Source: an optimization exercise on an open RTL-to-GDS flow (aim: small area). Production flows keep margins and buffers that such runs may drop.
In this exercise RTL edits were held to simulation tests only and were not proved equivalent to the original.

## config.mk

```make
export PLATFORM = sky130hd
export DESIGN_NAME = car_dashboard_top
export DESIGN_NICKNAME = car_dashboard_top
export VERILOG_FILES = /design/flow/design.v
export SDC_FILE = /design/flow/constraint.sdc
export NUM_CORES = 4
export LEC_CHECK = 0
export ABC_AREA = 1
export CAP_MARGIN = 20
export CORE_MARGIN = 2
export CORE_UTILIZATION = 60
export CTS_BUF_LIST = sky130_fd_sc_hd__clkbuf_4 sky130_fd_sc_hd__clkbuf_8
export CTS_CLUSTER_SIZE = 20
export GPL_TIMING_DRIVEN = 0
export SLEW_MARGIN = 20
```

## flow/run.sh

```bash
#!/bin/bash
# Layout flow: the standard flow (standard.sh) with two changes to its
# synthesis, both in the combinational mapping only (registers untouched):
#  - yosys extract_fa is skipped, so adders are mapped by ABC like the rest
#    of the logic instead of being forced onto fa/ha cells;
#  - the final ABC mapping uses flow/abc_area.script (AIG resynthesis with
#    &deepsyn for up to 5 minutes, then area-recovery mapping with &nf)
#    instead of ORFS's abc_area.script.
# Every port is buffered as in the standard flow, but with the smallest
# buffer (buf_1) instead of the one ORFS picks. Synthesis does not add its
# own extra buffers where one net drives several output ports
# (SYNTH_INSBUF=0): the port buffering already gives each port its own.
# Everything else (floorplan, placement, CTS, routing, finishing) is
# standard.sh unchanged. The make output goes to flow_make.log here; ORFS
# writes each step's log under orfs/logs/.
set -euo pipefail
W=$(pwd)
ABC_SCRIPT="$W/flow/abc_area.script"

# synthesis script: synth_recipe.tcl with the two overrides inserted before
# it sources ORFS's synth.tcl
{
  head -n 1 synth_recipe.tcl
  cat <<EOS
proc extract_fa {args} { puts "flow: extract_fa skipped" }
proc abc {args} {
  set i [lsearch -exact \$args -script]
  if {\$i >= 0} { set args [lreplace \$args [expr {\$i + 1}] [expr {\$i + 1}] $ABC_SCRIPT] }
  set i [lsearch -exact \$args -D]
  if {\$i >= 0} { set args [lreplace \$args \$i [expr {\$i + 1}]] }
  puts "flow: abc \$args"
  yosys abc {*}\$args
}
EOS
  tail -n +2 synth_recipe.tcl
} > flow_synth.tcl

sed "s|SYNTH_SCRIPT=[^ ]*|SYNTH_SCRIPT=$W/flow_synth.tcl BUFFER_PORTS_ARGS='-buffer_cell sky130_fd_sc_hd__buf_1' MIN_BUF_CELL_AND_PORTS='sky130_fd_sc_hd__buf_1 A X' SYNTH_INSBUF=0|" standard.sh > flow_standard.sh
grep -q "SYNTH_SCRIPT=$W/flow_synth.tcl" flow_standard.sh

bash flow_standard.sh > flow_make.log 2>&1
```

## standard.sh

```bash
#!/bin/bash
# synth_recipe.tcl (not shown) runs the flow's synth.tcl, then flattens the netlist and writes it again
# the make line also repeats each setting of config.mk as NAME=value (left out here)
make -C /OpenROAD-flow-scripts/flow DESIGN_CONFIG=/design/flow/config.mk WORK_HOME=/design/flow/orfs CLKGATE_MAP_FILE= SYNTH_SCRIPT=/design/flow/synth_recipe.tcl "${@:-finish}"
```

## flow/abc_area.script

```
strash
&get -n
&fraig -x
&deepsyn -T 300 -S 1
&dch -f
&nf -R 1000 -p
&put
```

## design.v

```verilog
module car_dashboard_top (
    input  wire clk_50mhz,
    input  wire dip_sw8_reset,
    input  wire [5:0] dip_sw_gears,
    input  wire key_accel_n,
    input  wire key_brake_n,
    output wire [7:0] led_rpm,
    output wire [7:0] seg_single,
    output wire [7:0] ar_seg,
    output wire [7:0] ar_sel,
    output wire servo_ctrl,
    output wire piezo_out,
    output wire f_led1_r,
    output wire f_led1_g,
    output wire f_led1_b,
    output wire f_led2_r,
    output wire f_led2_g,
    output wire f_led2_b,
    output wire f_led3_r,
    output wire f_led3_g,
    output wire f_led3_b,
    output wire f_led4_r,
    output wire f_led4_g,
    output wire f_led4_b
);
    wire clk = clk_50mhz;
    wire rst = dip_sw8_reset;
    wire tick_1k, tick_10, sv_h0, sv_h1, sv_h19;
    wire [6:0] c_lo;
    dash_timebase u_tb (
        .clk(clk), .rst(rst), .tick_1k(tick_1k), .tick_10(tick_10), .c_lo(c_lo),
        .sv_h0(sv_h0), .sv_h1(sv_h1), .sv_h19(sv_h19)
    );
    wire a_st, b_st;
    dash_debounce u_acc (.clk(clk), .rst(rst), .tick_1k(tick_1k), .key_n(key_accel_n), .st(a_st));
    dash_debounce u_brk (.clk(clk), .rst(rst), .tick_1k(tick_1k), .key_n(key_brake_n), .st(b_st));
    reg [2:0] gear_sw;
    always @(*) begin
        casez (dip_sw_gears)
            6'b1?????: gear_sw = 3'd6;
            6'b01????: gear_sw = 3'd5;
            6'b001???: gear_sw = 3'd4;
            6'b0001??: gear_sw = 3'd3;
            6'b00001?: gear_sw = 3'd2;
            6'b000001: gear_sw = 3'd1;
            default:   gear_sw = 3'd0;
        endcase
    end
    wire [2:0] gear = rst ? 3'd0 : gear_sw;
    assign seg_single = seg7({1'b0, gear});
    wire [2:0] sp_h;
    wire [3:0] sp_t, sp_o;
    wire [2:0] g_l;
    dash_engine u_eng (
        .clk(clk), .rst(rst), .tick_10(tick_10), .thr(a_st), .brk(b_st), .gear(gear_sw),
        .sp_h(sp_h), .sp_t(sp_t), .sp_o(sp_o), .g_l(g_l)
    );
    wire [12:0] rpm;
    dash_rpm u_rpm (.g(g_l), .sp_h(sp_h), .sp_t(sp_t), .sp_o(sp_o), .rpm(rpm));
    wire [6:0] sv_r;
    wire [8:0] phi;
    wire r5500, r7000;
    dash_rpm_out u_ro (.rpm(rpm), .led(led_rpm), .r5500(r5500), .r7000(r7000), .sv_r(sv_r), .phi(phi));
    assign {f_led1_r, f_led1_g, f_led1_b} = {r5500, ~r7000, ~r5500};
    assign {f_led2_r, f_led2_g, f_led2_b} = {r5500, ~r7000, ~r5500};
    assign {f_led3_r, f_led3_g, f_led3_b} = {r5500, ~r7000, ~r5500};
    assign {f_led4_r, f_led4_g, f_led4_b} = {r5500, ~r7000, ~r5500};
    dash_display u_disp (
        .clk(clk), .rst(rst), .tick_1k(tick_1k), .sp_h(sp_h), .sp_t(sp_t), .sp_o(sp_o),
        .seg(ar_seg), .an(ar_sel)
    );
    assign servo_ctrl = sv_h0 | (sv_h1 & ge8(add8({1'b0, c_lo}, {1'b0, sv_r}, 1'b0), 8'd101)) |
                        (sv_h19 & tick_1k);
    dash_piezo u_pz (.clk(clk), .rst(rst), .phi(phi), .pz(piezo_out));
    function [7:0] add8;
        input [7:0] a;
        input [7:0] b;
        input ci;
        integer i;
        reg c;
        begin
            c = ci;
            for (i = 0; i < 8; i = i + 1) begin
                add8[i] = a[i] ^ b[i] ^ c;
                c = (a[i] & b[i]) | (c & (a[i] | b[i]));
            end
        end
    endfunction
    function ge8;
        input [7:0] a;
        input [7:0] b;
        integer i;
        reg c;
        begin
            c = 1'b1;
            for (i = 0; i < 8; i = i + 1)
                c = (a[i] & ~b[i]) | (c & (a[i] | ~b[i]));
            ge8 = c;
        end
    endfunction
    function [7:0] seg7;
        input [3:0] v;
        begin
            case (v)
                4'd0: seg7 = 8'b0011_1111;
                4'd1: seg7 = 8'b0000_0110;
                4'd2: seg7 = 8'b0101_1011;
                4'd3: seg7 = 8'b0100_1111;
                4'd4: seg7 = 8'b0110_0110;
                4'd5: seg7 = 8'b0110_1101;
                4'd6: seg7 = 8'b0111_1101;
                4'd7: seg7 = 8'b0000_0111;
                4'd8: seg7 = 8'b0111_1111;
                4'd9: seg7 = 8'b0110_1111;
                default: seg7 = 8'b1111_1111;
            endcase
        end
    endfunction
endmodule
module dash_timebase (
    input  wire clk,
    input  wire rst,
    output wire tick_1k,
    output wire tick_10,
    output reg  [6:0] c_lo,
    output wire sv_h0,
    output wire sv_h1,
    output wire sv_h19
);
    reg [4:0] k20;
    reg [2:0] k5;
    assign tick_1k = (c_lo == 7'd0);
    wire k20_last = (k20 == 5'd19);
    wire k5_last = (k5 == 3'd4);
    assign tick_10 = tick_1k & k20_last & k5_last;
    assign sv_h0 = (k20 == 5'd0);
    assign sv_h1 = (k20 == 5'd1);
    assign sv_h19 = k20_last;
    always @(posedge clk or posedge rst) begin
        if (rst) begin
            c_lo <= 7'd100;
            k20  <= 5'd0;
            k5   <= 3'd0;
        end else begin
            c_lo <= tick_1k ? 7'd99 : add7(c_lo, 7'h7f, 1'b0);
            if (tick_1k) begin
                k20 <= k20_last ? 5'd0 : add5(k20, 5'd0, 1'b1);
                if (k20_last)
                    k5 <= k5_last ? 3'd0 : add3(k5, 3'd0, 1'b1);
            end
        end
    end
    function [6:0] add7;
        input [6:0] a;
        input [6:0] b;
        input ci;
        integer i;
        reg c;
        begin
            c = ci;
            for (i = 0; i < 7; i = i + 1) begin
                add7[i] = a[i] ^ b[i] ^ c;
                c = (a[i] & b[i]) | (c & (a[i] | b[i]));
            end
        end
    endfunction
    function [4:0] add5;
        input [4:0] a;
        input [4:0] b;
        input ci;
        integer i;
        reg c;
        begin
            c = ci;
            for (i = 0; i < 5; i = i + 1) begin
                add5[i] = a[i] ^ b[i] ^ c;
                c = (a[i] & b[i]) | (c & (a[i] | b[i]));
            end
        end
    endfunction
    function [2:0] add3;
        input [2:0] a;
        input [2:0] b;
        input ci;
        integer i;
        reg c;
        begin
            c = ci;
            for (i = 0; i < 3; i = i + 1) begin
                add3[i] = a[i] ^ b[i] ^ c;
                c = (a[i] & b[i]) | (c & (a[i] | b[i]));
            end
        end
    endfunction
endmodule
module dash_debounce (
    input  wire clk,
    input  wire rst,
    input  wire tick_1k,
    input  wire key_n,
    output reg  st
);
    reg [1:0] sync;
    reg [2:0] cnt;
    always @(posedge clk or posedge rst) begin
        if (rst) begin
            sync <= 2'b00;
            st   <= 1'b0;
            cnt  <= 3'd0;
        end else begin
            sync <= {sync[0], ~key_n};
            if (tick_1k) begin
                if (sync[1] == st) begin
                    cnt <= 3'd0;
                end else if (cnt == 3'b100) begin
                    st  <= ~st;
                    cnt <= 3'd0;
                end else begin
                    cnt <= {cnt[1:0], ~cnt[2]};
                end
            end
        end
    end
endmodule
module dash_engine (
    input  wire clk,
    input  wire rst,
    input  wire tick_10,
    input  wire thr,
    input  wire brk,
    input  wire [2:0] gear,
    output reg  [2:0] sp_h,
    output reg  [3:0] sp_t,
    output reg  [3:0] sp_o,
    output reg  [2:0] g_l
);
    reg [4:0] d_acc, d_brk;
    reg [2:0] gm_h;
    reg [3:0] gm_t;
    always @(*) begin
        case (gear)
            3'd1: begin d_acc = 5'd2; d_brk = 5'd28; gm_h = 3'd0; gm_t = 4'd3; end
            3'd2: begin d_acc = 5'd3; d_brk = 5'd27; gm_h = 3'd0; gm_t = 4'd7; end
            3'd3: begin d_acc = 5'd4; d_brk = 5'd26; gm_h = 3'd1; gm_t = 4'd3; end
            3'd4: begin d_acc = 5'd5; d_brk = 5'd25; gm_h = 3'd2; gm_t = 4'd0; end
            3'd5: begin d_acc = 5'd6; d_brk = 5'd25; gm_h = 3'd3; gm_t = 4'd0; end
            3'd6: begin d_acc = 5'd6; d_brk = 5'd24; gm_h = 3'd4; gm_t = 4'd0; end
            default: begin d_acc = 5'd0; d_brk = 5'd24; gm_h = 3'd4; gm_t = 4'd0; end
        endcase
    end
    wire [4:0] delta = brk ? d_brk : thr ? d_acc : 5'h1f;
    wire [4:0] ox = add5({1'b0, sp_o}, delta, 1'b0);    
    wire o_neg = ox[4];
    wire o_big = ~ox[4] & ox[3] & (ox[2] | ox[1]);       
    wire [3:0] n_o = o_neg ? add4(ox[3:0], 4'd10, 1'b0) :
                     o_big ? add4(ox[3:0], 4'd6, 1'b0) : ox[3:0];
    wire t_zero = (sp_t == 4'd0);
    wire t_nine = (sp_t == 4'd9);
    wire [3:0] n_t = o_neg ? (t_zero ? 4'd9 : add4(sp_t, 4'hf, 1'b0)) :
                     o_big ? (t_nine ? 4'd0 : add4(sp_t, 4'd0, 1'b1)) : sp_t;
    wire t_bor = o_neg & t_zero;
    wire t_car = o_big & t_nine;
    wire [2:0] n_h = t_bor ? add3(sp_h, 3'h7, 1'b0) :
                     t_car ? add3(sp_h, 3'd0, 1'b1) : sp_h;
    wire below0 = t_bor & (sp_h == 3'd0);                
    wire s_lt_gm = ~ge3(sp_h, gm_h) | ((sp_h == gm_h) & ~ge4(sp_t, gm_t));
    wire [2:0] lim_h = s_lt_gm ? gm_h : 3'd4;
    wire [3:0] lim_t = s_lt_gm ? gm_t : 4'd0;
    wire n_lt_lim = ~ge3(n_h, lim_h) | ((n_h == lim_h) & ~ge4(n_t, lim_t));
    wire clamp_hi = thr & ~brk & ~n_lt_lim;
    always @(posedge clk or posedge rst) begin
        if (rst) begin
            sp_h <= 3'd0;
            sp_t <= 4'd0;
            sp_o <= 4'd0;
            g_l  <= 3'd0;
        end else if (tick_10) begin
            g_l <= gear;
            if (below0) begin
                sp_h <= 3'd0;
                sp_t <= 4'd0;
                sp_o <= 4'd0;
            end else if (clamp_hi) begin
                sp_h <= lim_h;
                sp_t <= lim_t;
                sp_o <= 4'd0;
            end else begin
                sp_h <= n_h;
                sp_t <= n_t;
                sp_o <= n_o;
            end
        end
    end
    function [4:0] add5;
        input [4:0] a;
        input [4:0] b;
        input ci;
        integer i;
        reg c;
        begin
            c = ci;
            for (i = 0; i < 5; i = i + 1) begin
                add5[i] = a[i] ^ b[i] ^ c;
                c = (a[i] & b[i]) | (c & (a[i] | b[i]));
            end
        end
    endfunction
    function [3:0] add4;
        input [3:0] a;
        input [3:0] b;
        input ci;
        integer i;
        reg c;
        begin
            c = ci;
            for (i = 0; i < 4; i = i + 1) begin
                add4[i] = a[i] ^ b[i] ^ c;
                c = (a[i] & b[i]) | (c & (a[i] | b[i]));
            end
        end
    endfunction
    function [2:0] add3;
        input [2:0] a;
        input [2:0] b;
        input ci;
        integer i;
        reg c;
        begin
            c = ci;
            for (i = 0; i < 3; i = i + 1) begin
                add3[i] = a[i] ^ b[i] ^ c;
                c = (a[i] & b[i]) | (c & (a[i] | b[i]));
            end
        end
    endfunction
    function ge4;
        input [3:0] a;
        input [3:0] b;
        integer i;
        reg c;
        begin
            c = 1'b1;
            for (i = 0; i < 4; i = i + 1)
                c = (a[i] & ~b[i]) | (c & (a[i] | ~b[i]));
            ge4 = c;
        end
    endfunction
    function ge3;
        input [2:0] a;
        input [2:0] b;
        integer i;
        reg c;
        begin
            c = 1'b1;
            for (i = 0; i < 3; i = i + 1)
                c = (a[i] & ~b[i]) | (c & (a[i] | ~b[i]));
            ge3 = c;
        end
    endfunction
endmodule
module dash_rpm (
    input  wire [2:0] g,
    input  wire [2:0] sp_h,
    input  wire [3:0] sp_t,
    input  wire [3:0] sp_o,
    output wire [12:0] rpm
);
    wire [16:0] vh = {1'b0, tab_h(g, {1'b0, sp_h})};
    wire [16:0] vt = {1'b0, tab_t(g, sp_t)};
    wire [16:0] vo = {1'b0, tab_o(g, sp_o)};
    wire [16:0] sum = add17(add17(vh, vt, 1'b0), vo, 1'b0);
    wire [14:0] rsum = sum[16:2];
    assign rpm = (g == 3'd0) | ~ge15(rsum, 15'd800) ? 13'd800 :
                 ge15(rsum, 15'd8001) ? 13'd8000 : rsum[12:0];
    function [15:0] tab_h;
        input [2:0] g;
        input [3:0] d;
        begin
            case ({g, d})
                {3'd1, 4'd0}: tab_h = 16'd0;
                {3'd1, 4'd1}: tab_h = 16'd32000;
                {3'd1, 4'd2}: tab_h = 16'd32000;
                {3'd1, 4'd3}: tab_h = 16'd32000;
                {3'd1, 4'd4}: tab_h = 16'd32000;
                {3'd2, 4'd0}: tab_h = 16'd0;
                {3'd2, 4'd1}: tab_h = 16'd21549;
                {3'd2, 4'd2}: tab_h = 16'd32000;
                {3'd2, 4'd3}: tab_h = 16'd32000;
                {3'd2, 4'd4}: tab_h = 16'd32000;
                {3'd3, 4'd0}: tab_h = 16'd0;
                {3'd3, 4'd1}: tab_h = 16'd13874;
                {3'd3, 4'd2}: tab_h = 16'd27748;
                {3'd3, 4'd3}: tab_h = 16'd32000;
                {3'd3, 4'd4}: tab_h = 16'd32000;
                {3'd4, 4'd0}: tab_h = 16'd0;
                {3'd4, 4'd1}: tab_h = 16'd9840;
                {3'd4, 4'd2}: tab_h = 16'd19680;
                {3'd4, 4'd3}: tab_h = 16'd29520;
                {3'd4, 4'd4}: tab_h = 16'd32000;
                {3'd5, 4'd0}: tab_h = 16'd0;
                {3'd5, 4'd1}: tab_h = 16'd8167;
                {3'd5, 4'd2}: tab_h = 16'd16334;
                {3'd5, 4'd3}: tab_h = 16'd24501;
                {3'd5, 4'd4}: tab_h = 16'd32000;
                {3'd6, 4'd0}: tab_h = 16'd0;
                {3'd6, 4'd1}: tab_h = 16'd7084;
                {3'd6, 4'd2}: tab_h = 16'd14169;
                {3'd6, 4'd3}: tab_h = 16'd21254;
                {3'd6, 4'd4}: tab_h = 16'd28339;
                default: tab_h = 16'bx;
            endcase
        end
    endfunction
    function [15:0] tab_t;
        input [2:0] g;
        input [3:0] d;
        begin
            case ({g, d})
                {3'd1, 4'd0}: tab_t = 16'd0;
                {3'd1, 4'd1}: tab_t = 16'd3542;
                {3'd1, 4'd2}: tab_t = 16'd7084;
                {3'd1, 4'd3}: tab_t = 16'd10627;
                {3'd1, 4'd4}: tab_t = 16'd14169;
                {3'd1, 4'd5}: tab_t = 16'd17712;
                {3'd1, 4'd6}: tab_t = 16'd21254;
                {3'd1, 4'd7}: tab_t = 16'd24796;
                {3'd1, 4'd8}: tab_t = 16'd28339;
                {3'd1, 4'd9}: tab_t = 16'd31881;
                {3'd2, 4'd0}: tab_t = 16'd0;
                {3'd2, 4'd1}: tab_t = 16'd2154;
                {3'd2, 4'd2}: tab_t = 16'd4309;
                {3'd2, 4'd3}: tab_t = 16'd6464;
                {3'd2, 4'd4}: tab_t = 16'd8619;
                {3'd2, 4'd5}: tab_t = 16'd10774;
                {3'd2, 4'd6}: tab_t = 16'd12929;
                {3'd2, 4'd7}: tab_t = 16'd15084;
                {3'd2, 4'd8}: tab_t = 16'd17239;
                {3'd2, 4'd9}: tab_t = 16'd19394;
                {3'd3, 4'd0}: tab_t = 16'd0;
                {3'd3, 4'd1}: tab_t = 16'd1387;
                {3'd3, 4'd2}: tab_t = 16'd2775;
                {3'd3, 4'd3}: tab_t = 16'd4162;
                {3'd3, 4'd4}: tab_t = 16'd5550;
                {3'd3, 4'd5}: tab_t = 16'd6937;
                {3'd3, 4'd6}: tab_t = 16'd8324;
                {3'd3, 4'd7}: tab_t = 16'd9712;
                {3'd3, 4'd8}: tab_t = 16'd11099;
                {3'd3, 4'd9}: tab_t = 16'd12487;
                {3'd4, 4'd0}: tab_t = 16'd0;
                {3'd4, 4'd1}: tab_t = 16'd984;
                {3'd4, 4'd2}: tab_t = 16'd1968;
                {3'd4, 4'd3}: tab_t = 16'd2952;
                {3'd4, 4'd4}: tab_t = 16'd3936;
                {3'd4, 4'd5}: tab_t = 16'd4920;
                {3'd4, 4'd6}: tab_t = 16'd5904;
                {3'd4, 4'd7}: tab_t = 16'd6888;
                {3'd4, 4'd8}: tab_t = 16'd7872;
                {3'd4, 4'd9}: tab_t = 16'd8856;
                {3'd5, 4'd0}: tab_t = 16'd0;
                {3'd5, 4'd1}: tab_t = 16'd817;
                {3'd5, 4'd2}: tab_t = 16'd1634;
                {3'd5, 4'd3}: tab_t = 16'd2450;
                {3'd5, 4'd4}: tab_t = 16'd3267;
                {3'd5, 4'd5}: tab_t = 16'd4084;
                {3'd5, 4'd6}: tab_t = 16'd4901;
                {3'd5, 4'd7}: tab_t = 16'd5717;
                {3'd5, 4'd8}: tab_t = 16'd6534;
                {3'd5, 4'd9}: tab_t = 16'd7351;
                {3'd6, 4'd0}: tab_t = 16'd0;
                {3'd6, 4'd1}: tab_t = 16'd708;
                {3'd6, 4'd2}: tab_t = 16'd1417;
                {3'd6, 4'd3}: tab_t = 16'd2125;
                {3'd6, 4'd4}: tab_t = 16'd2834;
                {3'd6, 4'd5}: tab_t = 16'd3542;
                {3'd6, 4'd6}: tab_t = 16'd4251;
                {3'd6, 4'd7}: tab_t = 16'd4959;
                {3'd6, 4'd8}: tab_t = 16'd5667;
                {3'd6, 4'd9}: tab_t = 16'd6376;
                default: tab_t = 16'bx;
            endcase
        end
    endfunction
    function [15:0] tab_o;
        input [2:0] g;
        input [3:0] d;
        begin
            case ({g, d})
                {3'd1, 4'd0}: tab_o = 16'd0;
                {3'd1, 4'd1}: tab_o = 16'd354;
                {3'd1, 4'd2}: tab_o = 16'd708;
                {3'd1, 4'd3}: tab_o = 16'd1062;
                {3'd1, 4'd4}: tab_o = 16'd1416;
                {3'd1, 4'd5}: tab_o = 16'd1771;
                {3'd1, 4'd6}: tab_o = 16'd2125;
                {3'd1, 4'd7}: tab_o = 16'd2479;
                {3'd1, 4'd8}: tab_o = 16'd2833;
                {3'd1, 4'd9}: tab_o = 16'd3188;
                {3'd2, 4'd0}: tab_o = 16'd0;
                {3'd2, 4'd1}: tab_o = 16'd216;
                {3'd2, 4'd2}: tab_o = 16'd431;
                {3'd2, 4'd3}: tab_o = 16'd647;
                {3'd2, 4'd4}: tab_o = 16'd862;
                {3'd2, 4'd5}: tab_o = 16'd1078;
                {3'd2, 4'd6}: tab_o = 16'd1293;
                {3'd2, 4'd7}: tab_o = 16'd1509;
                {3'd2, 4'd8}: tab_o = 16'd1724;
                {3'd2, 4'd9}: tab_o = 16'd1940;
                {3'd3, 4'd0}: tab_o = 16'd0;
                {3'd3, 4'd1}: tab_o = 16'd138;
                {3'd3, 4'd2}: tab_o = 16'd277;
                {3'd3, 4'd3}: tab_o = 16'd416;
                {3'd3, 4'd4}: tab_o = 16'd554;
                {3'd3, 4'd5}: tab_o = 16'd693;
                {3'd3, 4'd6}: tab_o = 16'd832;
                {3'd3, 4'd7}: tab_o = 16'd971;
                {3'd3, 4'd8}: tab_o = 16'd1109;
                {3'd3, 4'd9}: tab_o = 16'd1248;
                {3'd4, 4'd0}: tab_o = 16'd0;
                {3'd4, 4'd1}: tab_o = 16'd98;
                {3'd4, 4'd2}: tab_o = 16'd196;
                {3'd4, 4'd3}: tab_o = 16'd295;
                {3'd4, 4'd4}: tab_o = 16'd393;
                {3'd4, 4'd5}: tab_o = 16'd492;
                {3'd4, 4'd6}: tab_o = 16'd590;
                {3'd4, 4'd7}: tab_o = 16'd688;
                {3'd4, 4'd8}: tab_o = 16'd787;
                {3'd4, 4'd9}: tab_o = 16'd885;
                {3'd5, 4'd0}: tab_o = 16'd0;
                {3'd5, 4'd1}: tab_o = 16'd81;
                {3'd5, 4'd2}: tab_o = 16'd163;
                {3'd5, 4'd3}: tab_o = 16'd245;
                {3'd5, 4'd4}: tab_o = 16'd326;
                {3'd5, 4'd5}: tab_o = 16'd408;
                {3'd5, 4'd6}: tab_o = 16'd490;
                {3'd5, 4'd7}: tab_o = 16'd571;
                {3'd5, 4'd8}: tab_o = 16'd653;
                {3'd5, 4'd9}: tab_o = 16'd735;
                {3'd6, 4'd0}: tab_o = 16'd0;
                {3'd6, 4'd1}: tab_o = 16'd71;
                {3'd6, 4'd2}: tab_o = 16'd141;
                {3'd6, 4'd3}: tab_o = 16'd212;
                {3'd6, 4'd4}: tab_o = 16'd283;
                {3'd6, 4'd5}: tab_o = 16'd354;
                {3'd6, 4'd6}: tab_o = 16'd425;
                {3'd6, 4'd7}: tab_o = 16'd496;
                {3'd6, 4'd8}: tab_o = 16'd567;
                {3'd6, 4'd9}: tab_o = 16'd637;
                default: tab_o = 16'bx;
            endcase
        end
    endfunction
    function [16:0] add17;
        input [16:0] a;
        input [16:0] b;
        input ci;
        integer i;
        reg c;
        begin
            c = ci;
            for (i = 0; i < 17; i = i + 1) begin
                add17[i] = a[i] ^ b[i] ^ c;
                c = (a[i] & b[i]) | (c & (a[i] | b[i]));
            end
        end
    endfunction
    function ge15;
        input [14:0] a;
        input [14:0] b;
        integer i;
        reg c;
        begin
            c = 1'b1;
            for (i = 0; i < 15; i = i + 1)
                c = (a[i] & ~b[i]) | (c & (a[i] | ~b[i]));
            ge15 = c;
        end
    endfunction
endmodule
module dash_rpm_out (
    input  wire [12:0] rpm,
    output wire [7:0] led,
    output wire r5500,
    output wire r7000,
    output wire [6:0] sv_r,
    output wire [8:0] phi
);
    assign r5500 = ge13(rpm, 13'd5500);
    assign r7000 = ge13(rpm, 13'd7000);
    assign led = {ge13(rpm, 13'd7800), ge13(rpm, 13'd7200), ge13(rpm, 13'd6500), r5500,
                  ge13(rpm, 13'd4000), ge13(rpm, 13'd2500), ge13(rpm, 13'd1000), 1'b1};
    reg [7:0] a;
    reg [2:0] r;
    integer i;
    always @(*) begin
        r = 3'd0;
        for (i = 7; i >= 0; i = i - 1) begin
            {a[i], r} = step5({r, rpm[5 + i]});
        end
    end
    wire [7:0] b = {r, rpm[4:0]};
    wire b80 = (r == 3'd4) | (r == 3'd3) | ((r == 3'd2) & rpm[4]);
    assign sv_r = {a[5:0], b80};
    assign phi = add9(add9({a[5:0], 3'd0}, {3'd0, a[5:0]}, 1'b0), {5'd0, ninth(b)}, 1'b0);
    function [3:0] step5;
        input [3:0] v;
        begin
            case (v)
                4'd0: step5 = {1'b0, 3'd0};
                4'd1: step5 = {1'b0, 3'd1};
                4'd2: step5 = {1'b0, 3'd2};
                4'd3: step5 = {1'b0, 3'd3};
                4'd4: step5 = {1'b0, 3'd4};
                4'd5: step5 = {1'b1, 3'd0};
                4'd6: step5 = {1'b1, 3'd1};
                4'd7: step5 = {1'b1, 3'd2};
                4'd8: step5 = {1'b1, 3'd3};
                4'd9: step5 = {1'b1, 3'd4};
                default: step5 = 4'bxxxx;
            endcase
        end
    endfunction
    function [3:0] ninth;
        input [7:0] b;
        begin
            case (b)
                8'd0: ninth = 4'd0;
                8'd1: ninth = 4'd0;
                8'd2: ninth = 4'd0;
                8'd3: ninth = 4'd0;
                8'd4: ninth = 4'd0;
                8'd5: ninth = 4'd0;
                8'd6: ninth = 4'd0;
                8'd7: ninth = 4'd0;
                8'd8: ninth = 4'd0;
                8'd9: ninth = 4'd0;
                8'd10: ninth = 4'd0;
                8'd11: ninth = 4'd0;
                8'd12: ninth = 4'd0;
                8'd13: ninth = 4'd0;
                8'd14: ninth = 4'd0;
                8'd15: ninth = 4'd0;
                8'd16: ninth = 4'd0;
                8'd17: ninth = 4'd0;
                8'd18: ninth = 4'd1;
                8'd19: ninth = 4'd1;
                8'd20: ninth = 4'd1;
                8'd21: ninth = 4'd1;
                8'd22: ninth = 4'd1;
                8'd23: ninth = 4'd1;
                8'd24: ninth = 4'd1;
                8'd25: ninth = 4'd1;
                8'd26: ninth = 4'd1;
                8'd27: ninth = 4'd1;
                8'd28: ninth = 4'd1;
                8'd29: ninth = 4'd1;
                8'd30: ninth = 4'd1;
                8'd31: ninth = 4'd1;
                8'd32: ninth = 4'd1;
                8'd33: ninth = 4'd1;
                8'd34: ninth = 4'd1;
                8'd35: ninth = 4'd1;
                8'd36: ninth = 4'd2;
                8'd37: ninth = 4'd2;
                8'd38: ninth = 4'd2;
                8'd39: ninth = 4'd2;
                8'd40: ninth = 4'd2;
                8'd41: ninth = 4'd2;
                8'd42: ninth = 4'd2;
                8'd43: ninth = 4'd2;
                8'd44: ninth = 4'd2;
                8'd45: ninth = 4'd2;
                8'd46: ninth = 4'd2;
                8'd47: ninth = 4'd2;
                8'd48: ninth = 4'd2;
                8'd49: ninth = 4'd2;
                8'd50: ninth = 4'd2;
                8'd51: ninth = 4'd2;
                8'd52: ninth = 4'd2;
                8'd53: ninth = 4'd2;
                8'd54: ninth = 4'd3;
                8'd55: ninth = 4'd3;
                8'd56: ninth = 4'd3;
                8'd57: ninth = 4'd3;
                8'd58: ninth = 4'd3;
                8'd59: ninth = 4'd3;
                8'd60: ninth = 4'd3;
                8'd61: ninth = 4'd3;
                8'd62: ninth = 4'd3;
                8'd63: ninth = 4'd3;
                8'd64: ninth = 4'd3;
                8'd65: ninth = 4'd3;
                8'd66: ninth = 4'd3;
                8'd67: ninth = 4'd3;
                8'd68: ninth = 4'd3;
                8'd69: ninth = 4'd3;
                8'd70: ninth = 4'd3;
                8'd71: ninth = 4'd3;
                8'd72: ninth = 4'd4;
                8'd73: ninth = 4'd4;
                8'd74: ninth = 4'd4;
                8'd75: ninth = 4'd4;
                8'd76: ninth = 4'd4;
                8'd77: ninth = 4'd4;
                8'd78: ninth = 4'd4;
                8'd79: ninth = 4'd4;
                8'd80: ninth = 4'd4;
                8'd81: ninth = 4'd4;
                8'd82: ninth = 4'd4;
                8'd83: ninth = 4'd4;
                8'd84: ninth = 4'd4;
                8'd85: ninth = 4'd4;
                8'd86: ninth = 4'd4;
                8'd87: ninth = 4'd4;
                8'd88: ninth = 4'd4;
                8'd89: ninth = 4'd5;
                8'd90: ninth = 4'd5;
                8'd91: ninth = 4'd5;
                8'd92: ninth = 4'd5;
                8'd93: ninth = 4'd5;
                8'd94: ninth = 4'd5;
                8'd95: ninth = 4'd5;
                8'd96: ninth = 4'd5;
                8'd97: ninth = 4'd5;
                8'd98: ninth = 4'd5;
                8'd99: ninth = 4'd5;
                8'd100: ninth = 4'd5;
                8'd101: ninth = 4'd5;
                8'd102: ninth = 4'd5;
                8'd103: ninth = 4'd5;
                8'd104: ninth = 4'd5;
                8'd105: ninth = 4'd5;
                8'd106: ninth = 4'd5;
                8'd107: ninth = 4'd6;
                8'd108: ninth = 4'd6;
                8'd109: ninth = 4'd6;
                8'd110: ninth = 4'd6;
                8'd111: ninth = 4'd6;
                8'd112: ninth = 4'd6;
                8'd113: ninth = 4'd6;
                8'd114: ninth = 4'd6;
                8'd115: ninth = 4'd6;
                8'd116: ninth = 4'd6;
                8'd117: ninth = 4'd6;
                8'd118: ninth = 4'd6;
                8'd119: ninth = 4'd6;
                8'd120: ninth = 4'd6;
                8'd121: ninth = 4'd6;
                8'd122: ninth = 4'd6;
                8'd123: ninth = 4'd6;
                8'd124: ninth = 4'd6;
                8'd125: ninth = 4'd7;
                8'd126: ninth = 4'd7;
                8'd127: ninth = 4'd7;
                8'd128: ninth = 4'd7;
                8'd129: ninth = 4'd7;
                8'd130: ninth = 4'd7;
                8'd131: ninth = 4'd7;
                8'd132: ninth = 4'd7;
                8'd133: ninth = 4'd7;
                8'd134: ninth = 4'd7;
                8'd135: ninth = 4'd7;
                8'd136: ninth = 4'd7;
                8'd137: ninth = 4'd7;
                8'd138: ninth = 4'd7;
                8'd139: ninth = 4'd7;
                8'd140: ninth = 4'd7;
                8'd141: ninth = 4'd7;
                8'd142: ninth = 4'd7;
                8'd143: ninth = 4'd8;
                8'd144: ninth = 4'd8;
                8'd145: ninth = 4'd8;
                8'd146: ninth = 4'd8;
                8'd147: ninth = 4'd8;
                8'd148: ninth = 4'd8;
                8'd149: ninth = 4'd8;
                8'd150: ninth = 4'd8;
                8'd151: ninth = 4'd8;
                8'd152: ninth = 4'd8;
                8'd153: ninth = 4'd8;
                8'd154: ninth = 4'd8;
                8'd155: ninth = 4'd8;
                8'd156: ninth = 4'd8;
                8'd157: ninth = 4'd8;
                8'd158: ninth = 4'd8;
                8'd159: ninth = 4'd8;
                default: ninth = 4'd0;
            endcase
        end
    endfunction
    function [8:0] add9;
        input [8:0] a;
        input [8:0] b;
        input ci;
        integer i;
        reg c;
        begin
            c = ci;
            for (i = 0; i < 9; i = i + 1) begin
                add9[i] = a[i] ^ b[i] ^ c;
                c = (a[i] & b[i]) | (c & (a[i] | b[i]));
            end
        end
    endfunction
    function ge13;
        input [12:0] a;
        input [12:0] b;
        integer i;
        reg c;
        begin
            c = 1'b1;
            for (i = 0; i < 13; i = i + 1)
                c = (a[i] & ~b[i]) | (c & (a[i] | ~b[i]));
            ge13 = c;
        end
    endfunction
endmodule
module dash_display (
    input  wire clk,
    input  wire rst,
    input  wire tick_1k,
    input  wire [2:0] sp_h,
    input  wire [3:0] sp_t,
    input  wire [3:0] sp_o,
    output wire [7:0] seg,
    output wire [7:0] an
);
    reg [1:0] disp;
    reg [3:0] dig;
    wire [3:0] d_sel = (disp == 2'd1) ? sp_t : (disp == 2'd2) ? sp_o : {1'b0, sp_h};
    always @(posedge clk or posedge rst) begin
        if (rst) begin
            disp <= 2'd0;
            dig  <= 4'd15;
        end else if (tick_1k) begin
            disp <= (disp == 2'd3) ? 2'd1 : add2(disp, 2'd0, 1'b1);
            dig  <= d_sel;
        end
    end
    assign seg = seg7(dig);
    assign an = {disp != 2'd3, disp != 2'd2, disp != 2'd1, 5'b11111};
    function [1:0] add2;
        input [1:0] a;
        input [1:0] b;
        input ci;
        integer i;
        reg c;
        begin
            c = ci;
            for (i = 0; i < 2; i = i + 1) begin
                add2[i] = a[i] ^ b[i] ^ c;
                c = (a[i] & b[i]) | (c & (a[i] | b[i]));
            end
        end
    endfunction
    function [7:0] seg7;
        input [3:0] v;
        begin
            case (v)
                4'd0: seg7 = 8'b0011_1111;
                4'd1: seg7 = 8'b0000_0110;
                4'd2: seg7 = 8'b0101_1011;
                4'd3: seg7 = 8'b0100_1111;
                4'd4: seg7 = 8'b0110_0110;
                4'd5: seg7 = 8'b0110_1101;
                4'd6: seg7 = 8'b0111_1101;
                4'd7: seg7 = 8'b0000_0111;
                4'd8: seg7 = 8'b0111_1111;
                4'd9: seg7 = 8'b0110_1111;
                default: seg7 = 8'b1111_1111;
            endcase
        end
    endfunction
endmodule
module dash_piezo (
    input  wire clk,
    input  wire rst,
    input  wire [8:0] phi,
    output reg  pz
);
    reg [9:0] pc;
    reg [8:0] qr;
    reg       pp;
    always @(posedge clk or posedge rst) begin
        if (rst) begin
            pc <= 10'd0;
            qr <= 9'd450;
            pp <= 1'b0;
            pz <= 1'b0;
        end else begin
            pz <= pz ^ pp;
            pp <= ~pp & ~ge9(qr, phi);
            if (pp) begin
                pc <= 10'd0;
                qr <= 9'd450;
            end else begin
                pc <= add10(pc, 10'd0, 1'b1);
                qr <= add9(qr, ~{6'd0, q_step(pc)}, 1'b1);
            end
        end
    end
    function [2:0] q_step;
        input [9:0] c;
        begin
            case (c)
                10'd98: q_step = 3'd5;
                10'd99: q_step = 3'd5;
                10'd100: q_step = 3'd5;
                10'd101: q_step = 3'd5;
                10'd102: q_step = 3'd4;
                10'd103: q_step = 3'd5;
                10'd104: q_step = 3'd4;
                10'd105: q_step = 3'd5;
                10'd106: q_step = 3'd4;
                10'd107: q_step = 3'd4;
                10'd108: q_step = 3'd4;
                10'd109: q_step = 3'd4;
                10'd110: q_step = 3'd4;
                10'd111: q_step = 3'd4;
                10'd112: q_step = 3'd4;
                10'd113: q_step = 3'd3;
                10'd114: q_step = 3'd4;
                10'd115: q_step = 3'd4;
                10'd116: q_step = 3'd3;
                10'd117: q_step = 3'd4;
                10'd118: q_step = 3'd3;
                10'd119: q_step = 3'd4;
                10'd120: q_step = 3'd3;
                10'd121: q_step = 3'd3;
                10'd122: q_step = 3'd3;
                10'd123: q_step = 3'd4;
                10'd124: q_step = 3'd3;
                10'd125: q_step = 3'd3;
                10'd126: q_step = 3'd3;
                10'd127: q_step = 3'd3;
                10'd128: q_step = 3'd3;
                10'd129: q_step = 3'd3;
                10'd130: q_step = 3'd3;
                10'd131: q_step = 3'd2;
                10'd132: q_step = 3'd3;
                10'd133: q_step = 3'd3;
                10'd134: q_step = 3'd3;
                10'd135: q_step = 3'd2;
                10'd136: q_step = 3'd3;
                10'd137: q_step = 3'd2;
                10'd138: q_step = 3'd3;
                10'd139: q_step = 3'd2;
                10'd140: q_step = 3'd3;
                10'd141: q_step = 3'd2;
                10'd142: q_step = 3'd3;
                10'd143: q_step = 3'd2;
                10'd144: q_step = 3'd2;
                10'd145: q_step = 3'd3;
                10'd146: q_step = 3'd2;
                10'd147: q_step = 3'd2;
                10'd148: q_step = 3'd2;
                10'd149: q_step = 3'd3;
                10'd150: q_step = 3'd2;
                10'd151: q_step = 3'd2;
                10'd152: q_step = 3'd2;
                10'd153: q_step = 3'd2;
                10'd154: q_step = 3'd2;
                10'd155: q_step = 3'd2;
                10'd156: q_step = 3'd2;
                10'd157: q_step = 3'd2;
                10'd158: q_step = 3'd2;
                10'd159: q_step = 3'd2;
                10'd160: q_step = 3'd2;
                10'd161: q_step = 3'd2;
                10'd162: q_step = 3'd1;
                10'd163: q_step = 3'd2;
                10'd164: q_step = 3'd2;
                10'd165: q_step = 3'd2;
                10'd166: q_step = 3'd2;
                10'd167: q_step = 3'd1;
                10'd168: q_step = 3'd2;
                10'd169: q_step = 3'd2;
                10'd170: q_step = 3'd1;
                10'd171: q_step = 3'd2;
                10'd172: q_step = 3'd2;
                10'd173: q_step = 3'd1;
                10'd174: q_step = 3'd2;
                10'd175: q_step = 3'd2;
                10'd176: q_step = 3'd1;
                10'd177: q_step = 3'd2;
                10'd178: q_step = 3'd1;
                10'd179: q_step = 3'd2;
                10'd180: q_step = 3'd1;
                10'd181: q_step = 3'd2;
                10'd182: q_step = 3'd1;
                10'd183: q_step = 3'd2;
                10'd184: q_step = 3'd1;
                10'd185: q_step = 3'd2;
                10'd186: q_step = 3'd1;
                10'd187: q_step = 3'd1;
                10'd188: q_step = 3'd2;
                10'd189: q_step = 3'd1;
                10'd190: q_step = 3'd1;
                10'd191: q_step = 3'd2;
                10'd192: q_step = 3'd1;
                10'd193: q_step = 3'd1;
                10'd194: q_step = 3'd2;
                10'd195: q_step = 3'd1;
                10'd196: q_step = 3'd1;
                10'd197: q_step = 3'd1;
                10'd198: q_step = 3'd2;
                10'd199: q_step = 3'd1;
                10'd200: q_step = 3'd1;
                10'd201: q_step = 3'd1;
                10'd202: q_step = 3'd2;
                10'd203: q_step = 3'd1;
                10'd204: q_step = 3'd1;
                10'd205: q_step = 3'd1;
                10'd206: q_step = 3'd1;
                10'd207: q_step = 3'd1;
                10'd208: q_step = 3'd2;
                10'd209: q_step = 3'd1;
                10'd210: q_step = 3'd1;
                10'd211: q_step = 3'd1;
                10'd212: q_step = 3'd1;
                10'd213: q_step = 3'd1;
                10'd214: q_step = 3'd1;
                10'd215: q_step = 3'd1;
                10'd216: q_step = 3'd1;
                10'd217: q_step = 3'd1;
                10'd218: q_step = 3'd1;
                10'd219: q_step = 3'd1;
                10'd220: q_step = 3'd1;
                10'd221: q_step = 3'd1;
                10'd222: q_step = 3'd1;
                10'd223: q_step = 3'd1;
                10'd224: q_step = 3'd1;
                10'd225: q_step = 3'd1;
                10'd226: q_step = 3'd1;
                10'd227: q_step = 3'd1;
                10'd228: q_step = 3'd1;
                10'd229: q_step = 3'd1;
                10'd230: q_step = 3'd1;
                10'd231: q_step = 3'd1;
                10'd232: q_step = 3'd1;
                10'd233: q_step = 3'd1;
                10'd234: q_step = 3'd1;
                10'd236: q_step = 3'd1;
                10'd237: q_step = 3'd1;
                10'd238: q_step = 3'd1;
                10'd239: q_step = 3'd1;
                10'd240: q_step = 3'd1;
                10'd241: q_step = 3'd1;
                10'd243: q_step = 3'd1;
                10'd244: q_step = 3'd1;
                10'd245: q_step = 3'd1;
                10'd246: q_step = 3'd1;
                10'd248: q_step = 3'd1;
                10'd249: q_step = 3'd1;
                10'd250: q_step = 3'd1;
                10'd251: q_step = 3'd1;
                10'd253: q_step = 3'd1;
                10'd254: q_step = 3'd1;
                10'd255: q_step = 3'd1;
                10'd257: q_step = 3'd1;
                10'd258: q_step = 3'd1;
                10'd259: q_step = 3'd1;
                10'd261: q_step = 3'd1;
                10'd262: q_step = 3'd1;
                10'd263: q_step = 3'd1;
                10'd265: q_step = 3'd1;
                10'd266: q_step = 3'd1;
                10'd268: q_step = 3'd1;
                10'd269: q_step = 3'd1;
                10'd271: q_step = 3'd1;
                10'd272: q_step = 3'd1;
                10'd274: q_step = 3'd1;
                10'd275: q_step = 3'd1;
                10'd277: q_step = 3'd1;
                10'd278: q_step = 3'd1;
                10'd280: q_step = 3'd1;
                10'd282: q_step = 3'd1;
                10'd283: q_step = 3'd1;
                10'd285: q_step = 3'd1;
                10'd287: q_step = 3'd1;
                10'd288: q_step = 3'd1;
                10'd290: q_step = 3'd1;
                10'd292: q_step = 3'd1;
                10'd293: q_step = 3'd1;
                10'd295: q_step = 3'd1;
                10'd297: q_step = 3'd1;
                10'd299: q_step = 3'd1;
                10'd301: q_step = 3'd1;
                10'd302: q_step = 3'd1;
                10'd304: q_step = 3'd1;
                10'd306: q_step = 3'd1;
                10'd308: q_step = 3'd1;
                10'd310: q_step = 3'd1;
                10'd312: q_step = 3'd1;
                10'd314: q_step = 3'd1;
                10'd316: q_step = 3'd1;
                10'd318: q_step = 3'd1;
                10'd320: q_step = 3'd1;
                10'd322: q_step = 3'd1;
                10'd324: q_step = 3'd1;
                10'd326: q_step = 3'd1;
                10'd329: q_step = 3'd1;
                10'd331: q_step = 3'd1;
                10'd333: q_step = 3'd1;
                10'd335: q_step = 3'd1;
                10'd338: q_step = 3'd1;
                10'd340: q_step = 3'd1;
                10'd342: q_step = 3'd1;
                10'd345: q_step = 3'd1;
                10'd347: q_step = 3'd1;
                10'd350: q_step = 3'd1;
                10'd352: q_step = 3'd1;
                10'd355: q_step = 3'd1;
                10'd357: q_step = 3'd1;
                10'd360: q_step = 3'd1;
                10'd362: q_step = 3'd1;
                10'd365: q_step = 3'd1;
                10'd368: q_step = 3'd1;
                10'd371: q_step = 3'd1;
                10'd373: q_step = 3'd1;
                10'd376: q_step = 3'd1;
                10'd379: q_step = 3'd1;
                10'd382: q_step = 3'd1;
                10'd385: q_step = 3'd1;
                10'd388: q_step = 3'd1;
                10'd391: q_step = 3'd1;
                10'd394: q_step = 3'd1;
                10'd398: q_step = 3'd1;
                10'd401: q_step = 3'd1;
                10'd404: q_step = 3'd1;
                10'd407: q_step = 3'd1;
                10'd411: q_step = 3'd1;
                10'd414: q_step = 3'd1;
                10'd418: q_step = 3'd1;
                10'd421: q_step = 3'd1;
                10'd425: q_step = 3'd1;
                10'd429: q_step = 3'd1;
                10'd432: q_step = 3'd1;
                10'd436: q_step = 3'd1;
                10'd440: q_step = 3'd1;
                10'd444: q_step = 3'd1;
                10'd448: q_step = 3'd1;
                10'd452: q_step = 3'd1;
                10'd456: q_step = 3'd1;
                10'd460: q_step = 3'd1;
                10'd465: q_step = 3'd1;
                10'd469: q_step = 3'd1;
                10'd474: q_step = 3'd1;
                10'd478: q_step = 3'd1;
                10'd483: q_step = 3'd1;
                10'd488: q_step = 3'd1;
                10'd493: q_step = 3'd1;
                10'd498: q_step = 3'd1;
                10'd503: q_step = 3'd1;
                10'd508: q_step = 3'd1;
                10'd513: q_step = 3'd1;
                10'd518: q_step = 3'd1;
                10'd524: q_step = 3'd1;
                default: q_step = 3'd0;
            endcase
        end
    endfunction
    function [9:0] add10;
        input [9:0] a;
        input [9:0] b;
        input ci;
        integer i;
        reg c;
        begin
            c = ci;
            for (i = 0; i < 10; i = i + 1) begin
                add10[i] = a[i] ^ b[i] ^ c;
                c = (a[i] & b[i]) | (c & (a[i] | b[i]));
            end
        end
    endfunction
    function [8:0] add9;
        input [8:0] a;
        input [8:0] b;
        input ci;
        integer i;
        reg c;
        begin
            c = ci;
            for (i = 0; i < 9; i = i + 1) begin
                add9[i] = a[i] ^ b[i] ^ c;
                c = (a[i] & b[i]) | (c & (a[i] | b[i]));
            end
        end
    endfunction
    function ge9;
        input [8:0] a;
        input [8:0] b;
        integer i;
        reg c;
        begin
            c = 1'b1;
            for (i = 0; i < 9; i = i + 1)
                c = (a[i] & ~b[i]) | (c & (a[i] | ~b[i]));
            ge9 = c;
        end
    endfunction
endmodule
```

## constraint.sdc

```tcl
create_clock -name core_clock -period 120.0 [get_ports {clk_50mhz}]
set_input_delay 24.0000 -clock core_clock [delete_from_list [all_inputs] [get_ports {clk_50mhz}]]
set_output_delay 24.0000 -clock core_clock [all_outputs]
set_load 0.01 [all_outputs]
```

==> metrics.yaml, run 1 <==
start_util_pct: 60.9
drv_cap: 0
grt_max_degree: 71
fin_crit_ps: 49280
rsz0062_at_grt: "no"
avgSynthCellArea_um2: 6.92
tritoncts: "yes"
setup_tns_ps: 0
crit_type: "primary input to output pin"
row_count: 40
ys.flop_type: "dfrtp_1"
synth-edff-count: 0
synthTopCellsByCount: "144 x nor2_1, 140 x nand2_1, 89 x o21ai_0"
htreeDepth: 3
placedInstanceArea_mm2: 0.00763
setup_violations: 0
cts-hold-fix-buffers: 0
end_kind: "output pin"
finalHoldViolations: 0
clock_path_buffers: 2
hold_path.class: "register to register"
die_w_um: 114
die-area_mm2: 0.0129
via_per_inst: 6.43
grt_pass1_wl_um: 34300
ctsResizeCount: 0
crit_slowest_cell: "or2_0"
dr.pass1.iters: 6
clk_latency_ps: 340
drt_wl_total_um: 20900
nFillCells: 1141
routedWlPerCell_um: 16.6
drc: 0
worstPathArrival_ps: 25280
synth_area_mm2: 0.00723
n_antenna_cell: 0
grt_pass1_vias: 7070
cp.required_ps: 96000
max-slew-margin-rel_pct: 26.5
nets: 1120
critPathMaxFanout: 6
cts_buffers: 9
yosysWarnings: 8
yosys.area.top_type: "dfrtp_1"
crit_family: "simple AND/OR/NAND/NOR gates"
skew_ps: 9.39
finalInstanceArea_mm2: 0.00785
synthMostInstantiatedCell: "nor2_1"
synth_seq_cells: 68
layout-drive-gt1-share_pct: 2.78
worst_hold_slack_ps: 353
clock_sinks: 68
synthCells: 1045
pin_count: 56
dr_total_vias: 8118
coreArea_mm2: 0.0119
die_h_um: 114
post-place-ws_ps: 70740
gp_congestion: 1.01
dp_hpwl_um: 15600
cts_setup_buffers: 0
worstMarginPinSlew_ps: 1100
postRouteAntennaNets: 0
synth-seq-area-share_pct: 23.7
cp-start-kind: "primary input"
root_buffer: "clkbuf_8"
timing.final.crit_share_pct: 41.1
drt_iter0_drc: 997
setup_slack_ps: 70720
grt_usage_pct: 32.3
synth-async-reset-ratio_pct: 100
outcome: "no timing/DRC/antenna violations"
cp_cell_sequence: "buf_1 > or2_0 > nor2_1 > a21oi_1 > clkinv_1 > a21oi_1 > nand2_1 > buf_1"
io_buffer_count: 48
yosys.area.top_type_share_pct: 19.7
path_clk_slew_ps: 70
cp_num_buf_inv: 3
antenna_found_initial: 0
synthTopCellsByArea: "dfrtp_1 20%, nor2_1 7.5%, nand2_1 7.3%, o21ai_0 6.2%, a21oi_1 6.0%"
max_freq_mhz: 20.3
areaGrowthSynthToFinish_pct: 8.66
drv_slew: 0
grt-ovfl-total: 0
cpPeakStageDelay_ps: 300
synth.distinct_cells: 58
## cell families after synthesis
family	after synthesis	share of synthesized area (%)
multiplexers	4	0.623
AO/OA/AOI/OAI	343	29.8
buffers and inverters	34	1.77
adder cells (fa/ha/maj)	15	2.08
XOR/XNOR	66	8.00
other	2	0.104
flip-flops	68	23.7
AND/OR/NAND/NOR	513	33.9
## sequential cells by signal, summed over array words and instances, names as in the netlist, 3 cells and up
signal,count
u_pz.pc,10
u_pz.qr,9
u_tb.c_lo,7
u_tb.k20,5
u_disp.dig,4
u_eng.sp_o,4
u_eng.sp_t,4
u_acc.cnt,3
u_brk.cnt,3
u_eng.g_l,3
u_eng.sp_h,3
u_tb.k5,3
## worst register-to-register path, delay by kind of cell (launching register included)
family	cells	cell delay, ps
compound gates	22	4600
simple gates	22	4680
buf+inv	1	150
flops	1	1040
xor+xnor	5	1180
fa+ha+maj	7	2830
## stage by stage
stage                     instances  util (%)
after CTS                      1262      66.2
after floorplan                1050         -
after detailed placement       1246      64.3
after global placement         1245      64.2
final                          1262      66.2
after global routing           1262      66.2
## area by class of cell
cell class	instances	area, um2	share of cell area, %
Tap cell	147	184	2.34
Sequential cell	68	1720	21.9
Inverter	34	133	1.69
Timing Repair Buffer	49	185	2.36
Clock buffer	12	153	1.94
Clock inverter	4	72.6	0.924
Multi-Input combinational cell	948	5410	68.9
## worst paths after layout
kind | start | to | slack, ps | cells after the start
max | dip_sw_gears[5] | seg_single[4] | 70720 | 8
min | u_acc.sync[0]$_DFF_PP0_ | u_acc.sync[1]$_DFF_PP0_ | 350 | 0
max reg2reg | u_eng.g_l[2]$_DFFE_PP0P_ | u_pz.pp$_DFF_PP0_ | 105430 | 57
min reg2reg | u_acc.sync[0]$_DFF_PP0_ | u_acc.sync[1]$_DFF_PP0_ | 350 | 0
max in group asynchronous | dip_sw8_reset | u_eng.g_l[1]$_DFFE_PP0P_ | 95780 | 2
min in group asynchronous | dip_sw8_reset | u_brk.sync[1]$_DFF_PP0_ | 23770 | 2
## layout by cell type (no fill, tap or decap), drive strengths merged, types with 16 or more instances in the layout
master | netlist | layout
o21ai | 89 | 89
nand3 | 31 | 31
and2 | 16 | 16
buf | 0 | 49
dfrtp | 57 | 57
o22ai | 21 | 21
nor3 | 35 | 35
nand2b | 47 | 47
xnor2 | 47 | 47
clkinv | 34 | 35
nand2 | 140 | 140
or2 | 16 | 16
nor2 | 144 | 144
nor2b | 30 | 30
a21oi | 87 | 87
xor2 | 19 | 19
a31oi | 27 | 27
## metal layers
metal | GRT usage, % | share of wire [%] | vias to the layer above
met5 | 0 | 0 | -
met4 | 11.7 | 3.4 | 0
met3 | 4.78 | 7.0 | 71
met2 | 49.9 | 44 | 344
met1 | 46.2 | 45 | 3733
li1 | - | - | 3970
==> run 2: changes to the inputs <==
--- a/flow/run.sh
+++ b/flow/run.sh
@@ -4,7 +4,7 @@
 #  - yosys extract_fa is skipped, so adders are mapped by ABC like the rest
 #    of the logic instead of being forced onto fa/ha cells;
 #  - the final ABC mapping uses flow/abc_area.script (AIG resynthesis with
-#    &deepsyn for up to 5 minutes, then area-recovery mapping with &nf)
+#    &deepsyn for up to 10 minutes, then area-recovery mapping with &nf)
 #    instead of ORFS's abc_area.script.
 # Every port is buffered as in the standard flow, but with the smallest
 # buffer (buf_1) instead of the one ORFS picks. Synthesis does not add its
==> flow/abc_area.script (replaced) <==
strash
&get -n
&fraig -x
&deepsyn -T 600 -S 1
&dch -f
&nf -R 1000 -p
&put
==> run 2 against run 1 <==
Against the previous run:
- highest routed layer unchanged
- clock-buffer cell count decreased by 1
- global-route usage grew 0.59 points
- core utilization increased by 0.87 points
- clock skew grew 0.57 ps
- worst setup slack got worse by 430 ps
- critical endpoint unchanged
- first-iteration DRC count grew 6.2%
- sequential cell count stayed put
==> metrics.yaml, run 2 <==
drv_slew: 0  # unchanged
startpoint: "dip_sw_gears[5]"
r2r-start: "u_eng.g_l[1]$_DFFE_PP0P_"
htreeDepth: 3  # unchanged
reg2reg_depth: 66  # +16%
r2r_setup_slack_ps: 103640  # -1790 ps
synth-edff-count: 0  # unchanged
n_antenna_cell: 0  # unchanged
largest_reg_flops: 10  # unchanged
die_w_um: 113  # -0.52%
wl_met1_um: 9160  # -3.7%
yosys.area.top_type: "dfrtp_1"
synth_seq_cells: 68  # unchanged
cp-start-kind: "primary input"
die-area_mm2: 0.0128  # -1.0%
end_kind: "output pin"
crit_end: "seg_single[4]"
postRouteAntennaNets: 0  # unchanged
synth.distinct_cells: 61  # +5.2%
cp.required_ps: 96000  # about the same
avgSynthCellArea_um2: 6.86  # -0.79%
wl_met2_um: 9290  # +0.61%
drt_wl_total_um: 20900  # about the same
synth_area_mm2: 0.00715  # -1.1%
pin_count: 56  # unchanged
via_per_inst: 6.45  # +0.35%
hold_path.class: "register to register"
drv_cap: 0  # unchanged
root_buffer: "clkbuf_8"
critPathMaxFanout: 7  # +1
worst_hold_slack_ps: 352  # -1.57 ps
drt_iter0_drc: 1059  # +6.2%
coreArea_mm2: 0.0115  # -2.9%
timing.final.crit_share_pct: 41.4  # +0.36 points
areaGrowthSynthToFinish_pct: 8.03
ctsResizeCount: 0  # unchanged
yosys.area.top_type_share_pct: 20.0  # +0.21 points
routedWlPerCell_um: 16.6  # +0.48%
gp_congestion: 1.01  # +0.60%
skew_ps: 9.96  # +0.572 ps
ys.flop_type: "dfrtp_1"
antenna_found_initial: 0  # unchanged
worstMarginPinSlew_ps: 1100  # +3.71 ps
fin_crit_ps: 49710  # +434 ps
synthTopCellsByArea: "dfrtp_1 20%, nand2_1 8.2%, nor2_1 8.2%, xnor2_1 6.7%, a21oi_1 6.7%"
synthTopCellsByCount: "156 x nand2_1, 156 x nor2_1, 95 x a21oi_1"
cts_setup_buffers: 0  # unchanged
grt-ovfl-total: 0  # unchanged
io_buffer_count: 48  # unchanged
final_cell_mix: "156 x nor2_1, 156 x nand2_1, 95 x a21oi_1"
start_util_pct: 62.1  # +1.2 points
max-slew-margin-rel_pct: 26.4  # -0.096 points
yosysWarnings: 8  # unchanged
tritoncts: "yes"
rsz0062_at_grt: "no"
clock_sinks: 68  # unchanged
post-place-ws_ps: 70330  # -410 ps
path_clk_slew_ps: 70  # about the same
top_register: "u_pz.pc"
clk_latency_ps: 360  # +20 ps
crit_type: "primary input to output pin"
reg.largest.list: "u_pz.pc (10), u_pz.qr (9), u_tb.c_lo (7)"
top_layer_used: "met4"
nFillCells: 1076  # -5.7%
dr.pass1.iters: 18  # +12
synthCells: 1042  # -0.29%
cts-hold-fix-buffers: 0  # unchanged
finalHoldViolations: 0  # unchanged
setup_violations: 0  # unchanged
die_h_um: 113  # -0.52%
outcome: "no timing/DRC/antenna violations"
rr_endpoint: "u_pz.pp$_DFF_PP0_"
grt_usage_pct: 32.9  # +0.59 points
row_count: 39  # -2.5%
setup_slack_ps: 70290  # -434 ps
max_freq_mhz: 20.1  # -0.87%
cts_buffers: 9  # unchanged
dp_hpwl_um: 15400  # -1.7%
synth-seq-area-share_pct: 24.0  # +0.26 points
grt_max_degree: 74  # +4.2%
grt_pass1_wl_um: 34800  # +1.4%
clock_path_buffers: 2  # unchanged
drc: 0  # unchanged
layout-drive-gt1-share_pct: 2.79  # +0.0075 points
met3_length_um: 1800  # +23%
synth-async-reset-ratio_pct: 100  # unchanged
worstPathArrival_ps: 25710  # +430 ps
setup_tns_ps: 0  # unchanged
nets: 1117  # -0.27%
dr_total_vias: 8101  # -0.21%
grt_pass1_vias: 7035  # -0.50%
==> run 2: worst min path at each step <==
stage | slack (ps) | endpoint | cells past startpoint | start
6_report | 350 | u_brk.sync[1]$_DFF_PP0_ | 0 | u_brk.sync[0]$_DFF_PP0_
5_1_grt | 360 | u_brk.sync[1]$_DFF_PP0_ | 0 | u_brk.sync[0]$_DFF_PP0_
4_1_cts | 350 | u_acc.sync[1]$_DFF_PP0_ | 0 | u_acc.sync[0]$_DFF_PP0_
3_5_place_dp | 340 | u_acc.sync[1]$_DFF_PP0_ | 0 | u_acc.sync[0]$_DFF_PP0_
3_3_place_gp | 330 | u_brk.sync[1]$_DFF_PP0_ | 0 | u_brk.sync[0]$_DFF_PP0_
2_1_floorplan | 330 | u_acc.sync[1]$_DFF_PP0_ | 0 | u_acc.sync[0]$_DFF_PP0_
==> run 2: layout make-up <==
class                      instances  area [um2]  share of cell area [%]
multi-input combinational        948        5350                    69.3
sequential                        68        1720                    22.2
timing repair buffer              49         185                    2.40
tap                              143         179                    2.32
clock buffer                      11         145                    1.88
inverter                          31         121                    1.57
clock inverter                     5        27.5                   0.356
==> run 2: routing by layer <==
layer / GRT usage, % / up-vias
li1: - / 3929
met1: 46.9 / 3668
met2: 51.0 / 441
met3: 5.30 / 63
met4: 11.1 / 0
met5: 0 / -
==> run 2: logic make-up (layout without fill, tap and decap cells) <==
kind of cell	after synthesis	count (layout)	share of synthesized area (%)
flip-flops	68	68	24.0
other	2	7	0.105
adder cells (fa/ha/maj)	13	13	1.82
AND/OR/NAND/NOR	498	498	31.7
XOR/XNOR	85	85	10.4
buffers and inverters	31	96	1.63
AO/OA/AOI/OAI	341	341	29.7
multiplexers	4	4	0.595
==> run 2: critical path: stages <==
cell and delay, ps:
buf_1 160, nor4_1 830, nand2_1 220, nand2_1 150, nand2_1 70, a21boi_0 150, buf_1 130
==> run 2: per-stage QoR <==
stage          instance area [um2]  utilization [%]  cells
3_5_place_dp                  7550             65.6   1239
5_1_grt                       7720             67.1   1255
3_3_place_gp                  7530             65.4   1238
4_1_cts                       7720             67.1   1255
2_1_floorplan                 7170                -   1047
6_report                      7720             67.1   1255
==> run 3: changes to the inputs <==
--- a/flow/run.sh
+++ b/flow/run.sh
@@ -4,7 +4,7 @@
 #  - yosys extract_fa is skipped, so adders are mapped by ABC like the rest
 #    of the logic instead of being forced onto fa/ha cells;
 #  - the final ABC mapping uses flow/abc_area.script (AIG resynthesis with
-#    &deepsyn for up to 10 minutes, then area-recovery mapping with &nf)
+#    &deepsyn for up to 20 minutes, then area-recovery mapping with &nf)
 #    instead of ORFS's abc_area.script.
 # Every port is buffered as in the standard flow, but with the smallest
 # buffer (buf_1) instead of the one ORFS picks. Synthesis does not add its
==> flow/abc_area.script (replaced) <==
strash
&get -n
&fraig -x
&deepsyn -T 1200 -S 1
&dch -f
&nf -R 1000 -p
&put
==> run 3 against run 2 <==
Against the previous run:
- design area is 0.96% lower
- wire length shrank 1.9%
- clock skew shrank 4.2 ps
- non-clock buffer count unchanged
- core utilization shrank 0.36 points
- still clean
- hold slack gained 1.6 ps
==> metrics.yaml, run 3 <==
n_antenna_cell: 0  # unchanged
drt_wl_total_um: 20500  # -1.9%
crit_family: "compound AO/OA/AOI/OAI gates"
drv_slew: 0  # unchanged
root_buffer: "clkbuf_8"
largest_reg_flops: 10  # unchanged
pin_count: 56  # unchanged
synth-edff-count: 0  # unchanged
grt_max_degree: 71  # -4.1%
ys.flop_type: "dfrtp_1"
tritoncts: "yes"
crit_type: "primary input to output pin"
layout-drive-gt1-share_pct: 2.97  # +0.18 points
crit_slowest_cell: "buf_1"
start_util_pct: 61.7  # -0.34 points
final_cell_mix: "134 x nor2_1, 123 x nand2_1, 94 x a21oi_1"
worstPathArrival_ps: 25380  # -330 ps
yosys.area.top_type_share_pct: 20.1  # +0.19 points
hold_path.class: "register to register"
grt_usage_pct: 32.1  # -0.77 points
timing.final.crit_share_pct: 41.2  # -0.28 points
cp_num_buf_inv: 3  # +1
synth_area_mm2: 0.00708  # -0.96%
rr_endpoint: "u_pz.pp$_DFF_PP0_"
grt_pass1_wl_um: 33800  # -2.8%
r2r-start: "u_eng.g_l[1]$_DFFE_PP0P_"
dr.pass1.iters: 5  # -13
top_register: "u_pz.pc"
end_kind: "output pin"
synth_seq_cells: 68  # unchanged
synth-async-reset-ratio_pct: 100  # unchanged
drc: 0  # unchanged
reg.largest.list: "u_pz.pc (10), u_pz.qr (9), u_tb.c_lo (7)"
drt_iter0_drc: 1057  # -0.19%
clk_latency_ps: 340  # -20 ps
synth-seq-area-share_pct: 24.2  # +0.23 points
yosysWarnings: 8  # unchanged
cpPeakStageDelay_ps: 260  # -570 ps
synthCells: 1009  # -3.2%
fin_crit_ps: 49380  # -333 ps
antenna_found_initial: 0  # unchanged
cts_buffers: 9  # unchanged
row_count: 39  # unchanged
gp_congestion: 0.986  # -2.6%
grt-ovfl-total: 0  # unchanged
outcome: "no timing/DRC/antenna violations"
io_buffer_count: 48  # unchanged
-- run 3: changes by cell type in the layout (fill, tap and decap cells not counted), moves of 6 or more --
| cell | previous run | this run |
|---|---|---|
| a211oi_1 | 15 | 8 |
| a21o_1 | 6 | 13 |
| and3_1 | 7 | 13 |
| nand2_1 | 156 | 123 |
| nand2b_1 | 33 | 46 |
| nand3_1 | 40 | 34 |
| nor2_1 | 156 | 134 |
| nor2b_1 | 26 | 33 |
| nor3_1 | 28 | 37 |
| o211ai_1 | 10 | 4 |
| o21ai_0 | 92 | 75 |
| or2_0 | 11 | 18 |
| xnor2_1 | 55 | 48 |
-- run 3: layer usage --
layer,part of all wire [%],GRT usage [%],vias up
met2,44,49.7,418
met1,44,46.2,3539
met5,0,0,-
met4,2.9,10.9,0
met3,8.5,4.70,70
li1,-,-,3822
-- run 3: worst max path at each step --
stage | end | slack [ps] | from | depth (start not counted)
floorplan | seg_single[1] | 69880 | dip_sw8_reset | 2
global placement | seg_single[2] | 69160 | dip_sw8_reset | 4
detailed placement | seg_single[5] | 70640 | dip_sw_gears[3] | 9
CTS | seg_single[5] | 70630 | dip_sw_gears[3] | 9
global route | seg_single[5] | 70390 | dip_sw_gears[3] | 9
finish | seg_single[5] | 70620 | dip_sw_gears[3] | 9
-- run 3: cell type report --
cell class | count | area [um2] | area share (%)
multi-input combinational | 913 | 5270 | 68.9
tap | 143 | 179 | 2.34
timing repair buffer | 49 | 185 | 2.42
clock buffer | 11 | 139 | 1.82
inverter | 33 | 129 | 1.68
clock inverter | 5 | 28.8 | 0.376
sequential | 68 | 1720 | 22.4
-- run 3: cell families (layout without fill, tap and decap cells) --
kind of cell             Yosys count  after routing  synth area share (%)
AND/OR/NAND/NOR                  493            493                  33.7
flip-flops                        68             68                  24.2
other                              2              7                 0.106
XOR/XNOR                          78             78                  9.65
multiplexers                       2              2                 0.300
adder cells (fa/ha/maj)           12             12                  1.70
buffers and inverters             33             98                  1.75
AO/OA/AOI/OAI                    321            321                  28.6
-- run 3: metrics by stage --
step | area, um2 | instances | setup WS [ps] | hold WS (ps) | utilization [%]
2_1_floorplan | 7100 | 1014 | 69880 | 331 | -
3_3_place_gp | 7460 | 1205 | 69160 | 333 | 65.0
3_5_place_dp | 7480 | 1206 | 70640 | 340 | 65.2
4_1_cts | 7650 | 1222 | 70630 | 355 | 66.7
5_1_grt | 7650 | 1222 | 70390 | 356 | 66.7
6_report | 7650 | 1222 | 70620 | 353 | 66.7

## re-timing with driven ports
In the flow no input, the clock included, has a driving cell. The finished layouts below were timed again as built, in two steps. Step 1 assumes that a clkbuf_16 drives the clock port and a buf_2 every other input. Step 2 moves the port delays by t, midway between the first and last clock arrival at a register: inputs arrive t later, outputs are due t later. That takes back most of the time a late clock gives input paths. Slacks: ideal / step 1 / step 2; pairs: ideal / step 1.
| run | t (ns) | setup slack, ns | worst setup path at the end | clock arrival spread, ns |
|---|---|---|---|---|
| run 1 | 0.373 | 70.720 / 70.698 / 70.698 | input to output | 0.010 / 0.009 |
| run 2 | 0.384 | 70.286 / 70.266 / 70.266 | input to output | 0.010 / 0.010 |
| run 3 | 0.372 | 70.619 / 70.596 / 70.596 | input to output | 0.005 / 0.006 |
After both steps setup and hold are still met in every run listed. For run 3, which loses most, drivers alone change the setup slack by -0.023 ns; drivers and shift together by -0.023 ns.
